Context: an optimization exercise on an open-source flow, tuned for small area, a short achievable clock period and few clock cycles. The choices shown serve that exercise and are no tape-out recipe. Only simulation tests tie the RTL to the original design; equivalence was not proved. Power figures rest on the tool's default switching activity, not on a simulated workload.

==> job 8966 <==
==> flow/design.v (excerpt) <==
module CONV(
  input             clk,
  input             reset,
  output reg        busy,
  input             ready,
  output reg [11:0] iaddr,
  input      [19:0] idata,
  output reg        cwr,
  output reg [11:0] caddr_wr,
  output reg [19:0] cdata_wr,
  output            crd,
  output reg [11:0] caddr_rd,
  input      [19:0] cdata_rd,
  output reg [2:0]  csel
);
Settings: LEC_CHECK=0, CAP_MARGIN=20, CORE_MARGIN=2, CORE_UTILIZATION=60, SETUP_SLACK_MARGIN=4.5, SLEW_MARGIN=20; clock period 9.0 ns.
run.sh (not shown) runs the stock make flow with config.mk's settings and CLKGATE_MAP_FILE= SYNTH_SCRIPT=/design/flow/synth_recipe.tcl, a recipe that flattens the netlist after the stock synthesis.
==> job 5903 (differences from job 8966) <==
Settings changed: CORE_UTILIZATION 60 to 40, SETUP_SLACK_MARGIN 4.5 to 5.0.
==> impl_metrics.yaml <==
pwr:
  power.net_switching_mw: 1.98
  p_leak_nw: 32.8
  reg_power_frac: 0.469
  cellPowerDensity_nw_per_um2: 129
final_layout:
  seq_share: 0.291
  multi_input_combinational_area_share: 0.554
  area_share_nonclk_buffers: 0.0252
  finish.cell_count_without_fillers: 7611
  layout.area.seq_um2: 20200
run_status:
  status: "finished clean"
floorplan:
  die_width_um: 328
sta:
  fin_ws_ps: 4670
worst_setup_path:
  crit_path_start_kind: "input pin"
(the above is from job 8966)
==> impl_metrics.yaml <==
global_routing:
  antenna_found_initial: 9
  number_of_global_route_vias_before_repair: 47954
floorplan:
  die_width_um: 401
final_layout:
  area_share_nonclk_buffers: 0.0293
  multi_input_combinational_area_share: 0.545
  finish.cell_count_without_fillers: 8320
  layout.area.seq_um2: 20200
  seq_share: 0.286
  final_nets: 7279
sta:
  unrepaired_setup_endpoints_after_global_routing: "yes"
  fin_ws_ps: 5090
pwr:
  cellPowerDensity_nw_per_um2: 127
  p_leak_nw: 33.1
  power.net_switching_mw: 2.02
  reg_power_frac: 0.470
  power.clock.total_mw: 4.63
run_status:
  status: "finished clean"
(the above is from job 5903)
Testbench counts of job 8966, summed over its fixed seeds: cycles 74,184.
Testbench counts of job 5903, summed over its fixed seeds: cycles 74,184.

========
==> v24: inputs <==
Another version of the RTL of CONV (not shown whole).
## CONV
module CONV(
  input             clk,
  input             reset,
  output reg        busy,
  input             ready,
  output reg [11:0] iaddr,
  input      [19:0] idata,
  output reg        cwr,
  output reg [11:0] caddr_wr,
  output reg [19:0] cdata_wr,
  output            crd,
  output reg [11:0] caddr_rd,
  input      [19:0] cdata_rd,
  output reg [2:0]  csel
);
Settings: LEC_CHECK=0, CAP_MARGIN=20, CORE_MARGIN=2, CORE_UTILIZATION=40, SETUP_SLACK_MARGIN=5.0, SLEW_MARGIN=20; clock period 9.0 ns.
==> inputs of v30, as changes to v24 <==
Settings changed: SETUP_SLACK_MARGIN 5.0 to 4.0.
==> qor summary <==
Number of antenna repair diodes: v30 2; v24 4
M1 GR Usage: v30 36.3%; v24 37.2%
Run status: v30 finished clean; v24 finished clean
Top cell by count, worst path: v30 sky130_fd_sc_hd__xnor2_1; v24 sky130_fd_sc_hd__buf_6
Vias in the first global route: v30 47,000; v24 48,700
Sequential power share: v30 45.2%; v24 43.4%
Post-CTS sizing: v30 219; v24 496
Worst hold path startpoint: v30 ph1[0]; v24 n1[6]
Fraction of area in multi-input gates: v30 58.5%; v24 57.4%
Final Total Pwr: v30 6.64 mW; v24 6.89 mW
Total area of multi-input combinational cells: v30 39,700 um^2; v24 41,400 um^2
Met2 usage in global routing: v30 41.0%; v24 42.3%
Non-Clock Buffer Area Fraction: v30 6.01%; v24 8.69%
Number of cells on the worst reg-to-reg path: v30 21; v24 24
Worst R2R Start: v30 SEL0[2]; v24 first2
Testbench counts of v24, summed over its fixed seeds: cycles 74,178.
Testbench counts of v30, summed over its fixed seeds: cycles 74,178.

========
==> inputs of run R <==
CONV, a different RTL version from the one above (not shown whole).
Settings: LEC_CHECK=0, CAP_MARGIN=20, CORE_MARGIN=2, CORE_UTILIZATION=40, SETUP_SLACK_MARGIN=5.0, SLEW_MARGIN=20; clock period 9.0 ns.
==> inputs of run G, as changes to run R <==
--- a/flow/design.v
+++ b/flow/design.v
@@ -18,19 +18,19 @@
   localparam S_IDLE = 2'd0, S_OPS = 2'd1, S_FLUSH = 2'd2, S_DONE = 2'd3;
   reg [1:0] st;
   reg [6:0] R;             
   reg [5:0] c;
   reg [1:0] ph;
   reg [6:0] n;             
   reg       op1, fl1;
-  reg [6:0] R1; reg [5:0] c1; reg [1:0] ph1; reg [6:0] n1;
+  reg [6:0] R1; reg [5:0] c1; reg [1:0] ph1;
   reg       opm, flm;
-  reg [6:0] Rm; reg [5:0] cm; reg [1:0] phm; reg [6:0] nm;
+  reg [6:0] Rm; reg [5:0] cm; reg [1:0] phm;
   reg       op2, fl2;
-  reg [6:0] R2; reg [5:0] c2; reg [1:0] ph2; reg [6:0] n2;
+  reg [6:0] n2;            
   reg v1;   
   wire signed [19:0] Xin = v1 ? idata : 20'sd0;
   reg [19:0] m0, m1;       
   reg [19:0] b0, b1;       
   reg pcap0, pcap1, pev0, pev1, ccap0, ccap1, last;
   reg first2, col0, WRok;
   reg [1:0] slot2;
@@ -121,17 +121,17 @@
   always @(posedge clk) begin
     SEL0 <= {phm == 2'd2, phm == 2'd1, phm == 2'd0};
     SEL1 <= (cm == 6'd0 && phm == 2'd2) ? 3'b000 : {phm == 2'd2, phm == 2'd1, phm == 2'd0};
     SEL2 <= (cm == 6'd0) ? 3'b000 : {phm == 2'd2, phm == 2'd1, phm == 2'd0};
   end
   wire [37:0] T00_0 = ({38{SEL0[0]}} & (F169 <<< 8)) | ({38{SEL0[1]}} & (F1 <<< 12)) | ({38{SEL0[2]}} & ~(F169 <<< 7));
   wire N00_0 = SEL0[2];
-  wire [37:0] T00_1 = ({38{SEL0[0]}} & ~(F1 <<< 1)) | ({38{SEL0[2]}} & ~(F1 <<< 10));
+  wire [37:0] T00_1 = ({38{SEL0[0]}} & ~(F1 <<< 1)) | ({38{SEL0[1]}} & (F1 <<< 2)) | ({38{SEL0[2]}} & ~(F1 <<< 10));
   wire N00_1 = SEL0[0] | SEL0[2];
-  wire [37:0] T00_2 = ({38{SEL0[0]}} & ~(F3 <<< 5)) | ({38{SEL0[1]}} & (F1 <<< 2)) | ({38{SEL0[2]}} & ~(F169 <<< 0));
+  wire [37:0] T00_2 = ({38{SEL0[0]}} & ~(F3 <<< 5)) | ({38{SEL0[2]}} & ~(F169 <<< 0));
   wire N00_2 = SEL0[0] | SEL0[2];
   wire [37:0] T01_0 = ({38{SEL1[0]}} & (F169 <<< 0)) | ({38{SEL1[1]}} & ~(F3 <<< 13)) | ({38{SEL1[2]}} & ~(F3 <<< 13));
   wire N01_0 = SEL1[1] | SEL1[2];
   wire [37:0] T01_1 = ({38{SEL1[0]}} & (F3 <<< 2)) | ({38{SEL1[1]}} & ~(F169 <<< 5)) | ({38{SEL1[2]}} & (F5 <<< 11));
   wire N01_1 = SEL1[1];
   wire [37:0] T01_2 = ({38{SEL1[0]}} & (F1169 <<< 5)) | ({38{SEL1[1]}} & (F1169 <<< 0)) | ({38{SEL1[2]}} & (F13 <<< 2));
   wire N01_2 = 1'b0;
@@ -145,17 +145,17 @@
   wire N10_0 = SEL0[0] | SEL0[1] | SEL0[2];
   wire [37:0] T10_1 = ({38{SEL0[0]}} & ~(F1169 <<< 3)) | ({38{SEL0[1]}} & (F5 <<< 12)) | ({38{SEL0[2]}} & (F1 <<< 14));
   wire N10_1 = SEL0[0];
   wire [37:0] T10_2 = ({38{SEL0[0]}} & ~(F1 <<< 5)) | ({38{SEL0[1]}} & (F1 <<< 8)) | ({38{SEL0[2]}} & (F13 <<< 3));
   wire N10_2 = SEL0[0];
   wire [37:0] T11_0 = ({38{SEL1[0]}} & ~(F5 <<< 0)) | ({38{SEL1[2]}} & ~(F3 <<< 8));
   wire N11_0 = SEL1[0] | SEL1[2];
-  wire [37:0] T11_1 = ({38{SEL1[0]}} & ~(F169 <<< 0)) | ({38{SEL1[1]}} & (F13 <<< 9)) | ({38{SEL1[2]}} & (F169 <<< 0));
+  wire [37:0] T11_1 = ({38{SEL1[0]}} & ~(F169 <<< 0)) | ({38{SEL1[1]}} & (F169 <<< 5)) | ({38{SEL1[2]}} & (F169 <<< 0));
   wire N11_1 = SEL1[0];
-  wire [37:0] T11_2 = ({38{SEL1[0]}} & (F169 <<< 6)) | ({38{SEL1[1]}} & (F169 <<< 5)) | ({38{SEL1[2]}} & ~(F169 <<< 6));
+  wire [37:0] T11_2 = ({38{SEL1[0]}} & (F169 <<< 6)) | ({38{SEL1[1]}} & (F13 <<< 9)) | ({38{SEL1[2]}} & ~(F169 <<< 6));
   wire N11_2 = SEL1[2];
   wire [37:0] T12_0 = ({38{SEL2[0]}} & ~(F13 <<< 10)) | ({38{SEL2[1]}} & (F5 <<< 0)) | ({38{SEL2[2]}} & (F13 <<< 10));
   wire N12_0 = SEL2[0];
   wire [37:0] T12_1 = ({38{SEL2[0]}} & ~(F5 <<< 7)) | ({38{SEL2[1]}} & (F1 <<< 13)) | ({38{SEL2[2]}} & (F169 <<< 6));
   wire N12_1 = SEL2[0];
   wire [37:0] T12_2 = ({38{SEL2[0]}} & (F5 <<< 2)) | ({38{SEL2[1]}} & (F5 <<< 3)) | ({38{SEL2[2]}} & (F5 <<< 3));
   wire N12_2 = 1'b0;
@@ -640,15 +640,15 @@
     end else begin
       case (st)
         S_IDLE: if (ready) begin
           st <= S_OPS; busy <= 1'b1; R <= 7'd0; c <= 6'd0; ph <= 2'd1;
         end
         S_OPS: begin
           if (ph == 2'd2) begin
-            ph <= 2'd0;
+            ph <= (R == 7'd0 && c != 6'd63) ? 2'd1 : 2'd0;   
             if ((R == 7'd64) ? (c == 6'd1) : (c == 6'd63)) begin
               c <= 6'd0; R <= R + 7'd1;
               if (R == 7'd64) begin st <= S_FLUSH; n <= 7'd0; end
             end else c <= c + 6'd1;
           end else ph <= ph + 2'd1;
         end
         S_FLUSH: begin
@@ -670,38 +670,35 @@
       if (fc_do || ch_do) cwr <= 1'b1;
       if (ch_do && ch_rd) begin ccap0 <= ~fk; ccap1 <= fk; end
       last <= fl3 && (n3 == 7'd64);
       if (last) busy <= 1'b0;
     end
   end
   always @(posedge clk) begin
-    {R1, c1, ph1, n1} <= {R, c, ph, n};
-    {Rm, cm, phm, nm} <= {R1, c1, ph1, n1};
-    {R2, c2, ph2, n2} <= {Rm, cm, phm, nm};
+    {R1, c1, ph1} <= {R, c, ph};
+    {Rm, cm, phm} <= {R1, c1, ph1};
+    n2 <= fl2 ? n2 + 7'd1 : 7'd0;
     iaddr <= {rr0[5:0], c};
     v1 <= (st == S_OPS) && !rr0[6] && rr0 <= 7'd63;
-    if (s0) begin
-      cdata_wr <= RV; csel <= 3'd1; caddr_wr <= {WR3[5:0], WC3};
-      caddr_rd <= {WR3[5:0] - 6'd1, WC3};
-      pev0 <= ~WC3[0];
-    end else if (s1) begin
-      cdata_wr <= RV; csel <= 3'd2; caddr_wr <= {WR3[5:0], WC3};
-      pev1 <= ~WC3[0];
+    caddr_rd <= (s0 | s1) ? {WR3[5:0] - 6'd1, WC3} : (fj1[0] ? {fp, fj1, fk} : {2'd0, fp, fj1});
+    if (s0 | s1) begin
+      cdata_wr <= RV; csel <= s0 ? 3'd1 : 3'd2; caddr_wr <= {WR3[5:0], WC3};
     end else if (fc_do) begin
       cdata_wr <= fk ? m1 : m0;
       csel <= fj[0] ? 3'd5 : (fk ? 3'd4 : 3'd3);
       caddr_wr <= fj[0] ? {fp, fj, fk} : {2'd0, fp, fj};
-      if (fj == 5'd0) begin
-        if (fk) b1 <= m1; else b0 <= m0;
-      end
-    end else if (ch_do) begin
+    end else begin
       cdata_wr <= fk ? b1 : b0;
       csel <= fj[0] ? (fk ? 3'd4 : 3'd3) : 3'd5;
       caddr_wr <= fj[0] ? {2'd0, fp, fj} : {fp, fj, fk};
-      caddr_rd <= fj1[0] ? {fp, fj1, fk} : {2'd0, fp, fj1};
+    end
+    if (s0) pev0 <= ~WC3[0];
+    if (s1) pev1 <= ~WC3[0];
+    if (fc_do && fj == 5'd0) begin
+      if (fk) b1 <= m1; else b0 <= m0;
     end
     if (ccap0) b0 <= cdata_rd;
     if (ccap1) b1 <= cdata_rd;
     if (pcap0) m0 <= mx;
     if (pcap1) m1 <= mx;
   end
   function [19:0] max3;
==> flow/flow/run.sh (new file) <==
#!/bin/bash
set -e
cfg="${FLOW_CONFIG:-config.mk}"
if grep -q '^export SETUP_SLACK_MARGIN' "$cfg"; then
  sed -i 's/^export SETUP_SLACK_MARGIN.*/export SETUP_SLACK_MARGIN = 5.4/' "$cfg"
else
  echo 'export SETUP_SLACK_MARGIN = 5.4' >> "$cfg"
fi
grep -n SETUP_SLACK_MARGIN "$cfg" > run_config.log
bash standard.sh > standard.log 2>&1
==> flow/standard.sh (new file) <==
#!/bin/bash
# synth_recipe.tcl (not shown) runs the flow's synth.tcl, then flattens the netlist and writes it again
# the make line also repeats each setting of config.mk as NAME=value (left out here)
make -C /OpenROAD-flow-scripts/flow DESIGN_CONFIG=/design/flow/config.mk WORK_HOME=/design/flow/orfs CLKGATE_MAP_FILE= SYNTH_SCRIPT=/design/flow/synth_recipe.tcl "${@:-finish}"
- SETUP_SLACK_MARGIN: 5.0 -> 5.4
removed: flow/run.sh
==> inputs of run P, as changes to run R <==
--- a/flow/design.v
+++ b/flow/design.v
@@ -18,19 +18,19 @@
   localparam S_IDLE = 2'd0, S_OPS = 2'd1, S_FLUSH = 2'd2, S_DONE = 2'd3;
   reg [1:0] st;
   reg [6:0] R;             
   reg [5:0] c;
   reg [1:0] ph;
   reg [6:0] n;             
   reg       op1, fl1;
-  reg [6:0] R1; reg [5:0] c1; reg [1:0] ph1; reg [6:0] n1;
+  reg [6:0] R1; reg [5:0] c1; reg [1:0] ph1;
   reg       opm, flm;
-  reg [6:0] Rm; reg [5:0] cm; reg [1:0] phm; reg [6:0] nm;
+  reg [6:0] Rm; reg [5:0] cm; reg [1:0] phm;
   reg       op2, fl2;
-  reg [6:0] R2; reg [5:0] c2; reg [1:0] ph2; reg [6:0] n2;
+  reg [6:0] n2;            
   reg v1;   
   wire signed [19:0] Xin = v1 ? idata : 20'sd0;
   reg [19:0] m0, m1;       
   reg [19:0] b0, b1;       
   reg pcap0, pcap1, pev0, pev1, ccap0, ccap1, last;
   reg first2, col0, WRok;
   reg [1:0] slot2;
@@ -121,17 +121,17 @@
   always @(posedge clk) begin
     SEL0 <= {phm == 2'd2, phm == 2'd1, phm == 2'd0};
     SEL1 <= (cm == 6'd0 && phm == 2'd2) ? 3'b000 : {phm == 2'd2, phm == 2'd1, phm == 2'd0};
     SEL2 <= (cm == 6'd0) ? 3'b000 : {phm == 2'd2, phm == 2'd1, phm == 2'd0};
   end
   wire [37:0] T00_0 = ({38{SEL0[0]}} & (F169 <<< 8)) | ({38{SEL0[1]}} & (F1 <<< 12)) | ({38{SEL0[2]}} & ~(F169 <<< 7));
   wire N00_0 = SEL0[2];
-  wire [37:0] T00_1 = ({38{SEL0[0]}} & ~(F1 <<< 1)) | ({38{SEL0[2]}} & ~(F1 <<< 10));
+  wire [37:0] T00_1 = ({38{SEL0[0]}} & ~(F1 <<< 1)) | ({38{SEL0[1]}} & (F1 <<< 2)) | ({38{SEL0[2]}} & ~(F1 <<< 10));
   wire N00_1 = SEL0[0] | SEL0[2];
-  wire [37:0] T00_2 = ({38{SEL0[0]}} & ~(F3 <<< 5)) | ({38{SEL0[1]}} & (F1 <<< 2)) | ({38{SEL0[2]}} & ~(F169 <<< 0));
+  wire [37:0] T00_2 = ({38{SEL0[0]}} & ~(F3 <<< 5)) | ({38{SEL0[2]}} & ~(F169 <<< 0));
   wire N00_2 = SEL0[0] | SEL0[2];
   wire [37:0] T01_0 = ({38{SEL1[0]}} & (F169 <<< 0)) | ({38{SEL1[1]}} & ~(F3 <<< 13)) | ({38{SEL1[2]}} & ~(F3 <<< 13));
   wire N01_0 = SEL1[1] | SEL1[2];
   wire [37:0] T01_1 = ({38{SEL1[0]}} & (F3 <<< 2)) | ({38{SEL1[1]}} & ~(F169 <<< 5)) | ({38{SEL1[2]}} & (F5 <<< 11));
   wire N01_1 = SEL1[1];
   wire [37:0] T01_2 = ({38{SEL1[0]}} & (F1169 <<< 5)) | ({38{SEL1[1]}} & (F1169 <<< 0)) | ({38{SEL1[2]}} & (F13 <<< 2));
   wire N01_2 = 1'b0;
@@ -145,17 +145,17 @@
   wire N10_0 = SEL0[0] | SEL0[1] | SEL0[2];
   wire [37:0] T10_1 = ({38{SEL0[0]}} & ~(F1169 <<< 3)) | ({38{SEL0[1]}} & (F5 <<< 12)) | ({38{SEL0[2]}} & (F1 <<< 14));
   wire N10_1 = SEL0[0];
   wire [37:0] T10_2 = ({38{SEL0[0]}} & ~(F1 <<< 5)) | ({38{SEL0[1]}} & (F1 <<< 8)) | ({38{SEL0[2]}} & (F13 <<< 3));
   wire N10_2 = SEL0[0];
   wire [37:0] T11_0 = ({38{SEL1[0]}} & ~(F5 <<< 0)) | ({38{SEL1[2]}} & ~(F3 <<< 8));
   wire N11_0 = SEL1[0] | SEL1[2];
-  wire [37:0] T11_1 = ({38{SEL1[0]}} & ~(F169 <<< 0)) | ({38{SEL1[1]}} & (F13 <<< 9)) | ({38{SEL1[2]}} & (F169 <<< 0));
+  wire [37:0] T11_1 = ({38{SEL1[0]}} & ~(F169 <<< 0)) | ({38{SEL1[1]}} & (F169 <<< 5)) | ({38{SEL1[2]}} & (F169 <<< 0));
   wire N11_1 = SEL1[0];
-  wire [37:0] T11_2 = ({38{SEL1[0]}} & (F169 <<< 6)) | ({38{SEL1[1]}} & (F169 <<< 5)) | ({38{SEL1[2]}} & ~(F169 <<< 6));
+  wire [37:0] T11_2 = ({38{SEL1[0]}} & (F169 <<< 6)) | ({38{SEL1[1]}} & (F13 <<< 9)) | ({38{SEL1[2]}} & ~(F169 <<< 6));
   wire N11_2 = SEL1[2];
   wire [37:0] T12_0 = ({38{SEL2[0]}} & ~(F13 <<< 10)) | ({38{SEL2[1]}} & (F5 <<< 0)) | ({38{SEL2[2]}} & (F13 <<< 10));
   wire N12_0 = SEL2[0];
   wire [37:0] T12_1 = ({38{SEL2[0]}} & ~(F5 <<< 7)) | ({38{SEL2[1]}} & (F1 <<< 13)) | ({38{SEL2[2]}} & (F169 <<< 6));
   wire N12_1 = SEL2[0];
   wire [37:0] T12_2 = ({38{SEL2[0]}} & (F5 <<< 2)) | ({38{SEL2[1]}} & (F5 <<< 3)) | ({38{SEL2[2]}} & (F5 <<< 3));
   wire N12_2 = 1'b0;
@@ -640,15 +640,15 @@
     end else begin
       case (st)
         S_IDLE: if (ready) begin
           st <= S_OPS; busy <= 1'b1; R <= 7'd0; c <= 6'd0; ph <= 2'd1;
         end
         S_OPS: begin
           if (ph == 2'd2) begin
-            ph <= 2'd0;
+            ph <= (R == 7'd0 && c != 6'd63) ? 2'd1 : 2'd0;   
             if ((R == 7'd64) ? (c == 6'd1) : (c == 6'd63)) begin
               c <= 6'd0; R <= R + 7'd1;
               if (R == 7'd64) begin st <= S_FLUSH; n <= 7'd0; end
             end else c <= c + 6'd1;
           end else ph <= ph + 2'd1;
         end
         S_FLUSH: begin
@@ -670,38 +670,35 @@
       if (fc_do || ch_do) cwr <= 1'b1;
       if (ch_do && ch_rd) begin ccap0 <= ~fk; ccap1 <= fk; end
       last <= fl3 && (n3 == 7'd64);
       if (last) busy <= 1'b0;
     end
   end
   always @(posedge clk) begin
-    {R1, c1, ph1, n1} <= {R, c, ph, n};
-    {Rm, cm, phm, nm} <= {R1, c1, ph1, n1};
-    {R2, c2, ph2, n2} <= {Rm, cm, phm, nm};
+    {R1, c1, ph1} <= {R, c, ph};
+    {Rm, cm, phm} <= {R1, c1, ph1};
+    n2 <= fl2 ? n2 + 7'd1 : 7'd0;
     iaddr <= {rr0[5:0], c};
     v1 <= (st == S_OPS) && !rr0[6] && rr0 <= 7'd63;
-    if (s0) begin
-      cdata_wr <= RV; csel <= 3'd1; caddr_wr <= {WR3[5:0], WC3};
-      caddr_rd <= {WR3[5:0] - 6'd1, WC3};
-      pev0 <= ~WC3[0];
-    end else if (s1) begin
-      cdata_wr <= RV; csel <= 3'd2; caddr_wr <= {WR3[5:0], WC3};
-      pev1 <= ~WC3[0];
+    caddr_rd <= (s0 | s1) ? {WR3[5:0] - 6'd1, WC3} : (fj1[0] ? {fp, fj1, fk} : {2'd0, fp, fj1});
+    if (s0 | s1) begin
+      cdata_wr <= RV; csel <= s0 ? 3'd1 : 3'd2; caddr_wr <= {WR3[5:0], WC3};
     end else if (fc_do) begin
       cdata_wr <= fk ? m1 : m0;
       csel <= fj[0] ? 3'd5 : (fk ? 3'd4 : 3'd3);
       caddr_wr <= fj[0] ? {fp, fj, fk} : {2'd0, fp, fj};
-      if (fj == 5'd0) begin
-        if (fk) b1 <= m1; else b0 <= m0;
-      end
-    end else if (ch_do) begin
+    end else begin
       cdata_wr <= fk ? b1 : b0;
       csel <= fj[0] ? (fk ? 3'd4 : 3'd3) : 3'd5;
       caddr_wr <= fj[0] ? {2'd0, fp, fj} : {fp, fj, fk};
-      caddr_rd <= fj1[0] ? {fp, fj1, fk} : {2'd0, fp, fj1};
+    end
+    if (s0) pev0 <= ~WC3[0];
+    if (s1) pev1 <= ~WC3[0];
+    if (fc_do && fj == 5'd0) begin
+      if (fk) b1 <= m1; else b0 <= m0;
     end
     if (ccap0) b0 <= cdata_rd;
     if (ccap1) b1 <= cdata_rd;
     if (pcap0) m0 <= mx;
     if (pcap1) m1 <= mx;
   end
   function [19:0] max3;
- CTS_BUF_LIST: not set -> sky130_fd_sc_hd__clkbuf_16
- CTS_CLUSTER_DIAMETER: not set -> 100
- CTS_CLUSTER_SIZE: not set -> 25
==> notes.md <==
- In run P the global-route usage is lower than in run R, by 0.20 points.
- Of run G and run P, run G has the higher via count (gap about 2.7%, measured against run P).
- The lowest setup slack belongs to run R, the highest to run G.
- Final area: run R > run G > run P.
- Between run R and run P, the lower area after synthesis is in run P (gap about 1.7%, measured against run P).
- The highest non-clock buffer count belongs to run G, the lowest to run P.
==> figures <==
| metric | run P | run R | run G |
|---|---|---|---|
| Run status | timing/DRC/antenna clean | timing/DRC/antenna clean | timing/DRC/antenna clean |
| Avg Inst Size Synth | 10.28 sq um | 10.33 sq um | 10.28 sq um |
| Number of nets produced by synthesis | 7138 | 7207 | 7138 |
| Final standard cell count with taps included and fillers excluded | 8116 | 8361 | 8296 |
| Distinct cells, synth | 94 | 93 | 94 |
| Count of filler cells inserted in the layout | 14.78k | 14.57k | 14.30k |
| Initial antenna violation count | 3 | 4 | 3 |
| Avg WL per Cell | 23.87 microns | 23.95 microns | 24.25 microns |
| Clock slew seen by the registers of the worst setup and hold paths | 100 ps | 60 ps | 60 ps |
| Placed Instances | 7955 | 8035 | 7950 |
| DR vias | 45.33k | 46.70k | 46.56k |
| FF+latch count | 929 | 943 | 929 |
| Setup crit start kind | register | input port | input port |
| Pre-CTS setup slack | 3566 ps | 3086 ps | 3560 ps |
Testbench counts of run R, summed over its fixed seeds: cycles 74,184.
Testbench counts of run G, summed over its fixed seeds: cycles 73,806.
Testbench counts of run P, summed over its fixed seeds: cycles 73,806.

separate check: timing with driven ports:
In the flow no input, the clock included, has a driving cell. The finished layouts below were timed again as built, in two steps. Step 1 (the two cells are an assumption about what drives the block):
set clk [get_ports {clk}]
set_driving_cell -lib_cell sky130_fd_sc_hd__clkbuf_16 $clk
set_driving_cell -lib_cell sky130_fd_sc_hd__buf_2 [delete_from_list [all_inputs] $clk]
Step 2, shift: input delay + t, output delay - t, t = (earliest + latest rising clock arrival at the registers) / 2. This alone moves slack from input paths to output paths. Slacks: ideal ports / drivers / drivers and shift; pairs: ideal ports / drivers.
run | shift t [ns] | setup slack, ns | slew at the worst register clock pin (ns)
job 8966 | 0.801 | 4.667 / 4.696 / 3.921 | 0.07 / 0.07
job 5903 | 0.833 | 5.085 / 5.085 / 4.311 | 0.07 / 0.07
v24 | 0.780 | 3.773 / 3.773 / 3.773 | 0.07 / 0.07
v30 | 0.780 | 3.615 / 3.615 / 3.615 | 0.07 / 0.07
run R | 0.825 | 4.910 / 4.935 / 4.110 | 0.07 / 0.07
run G | 0.837 | 5.305 / 5.341 / 4.504 | 0.07 / 0.07
run P | 0.776 | 5.047 / 5.047 / 4.355 | 0.12 / 0.12
After both steps every run listed still meets setup and hold. For run G, which loses most, drivers alone change the setup slack by +0.036 ns; drivers and shift together by -0.801 ns.
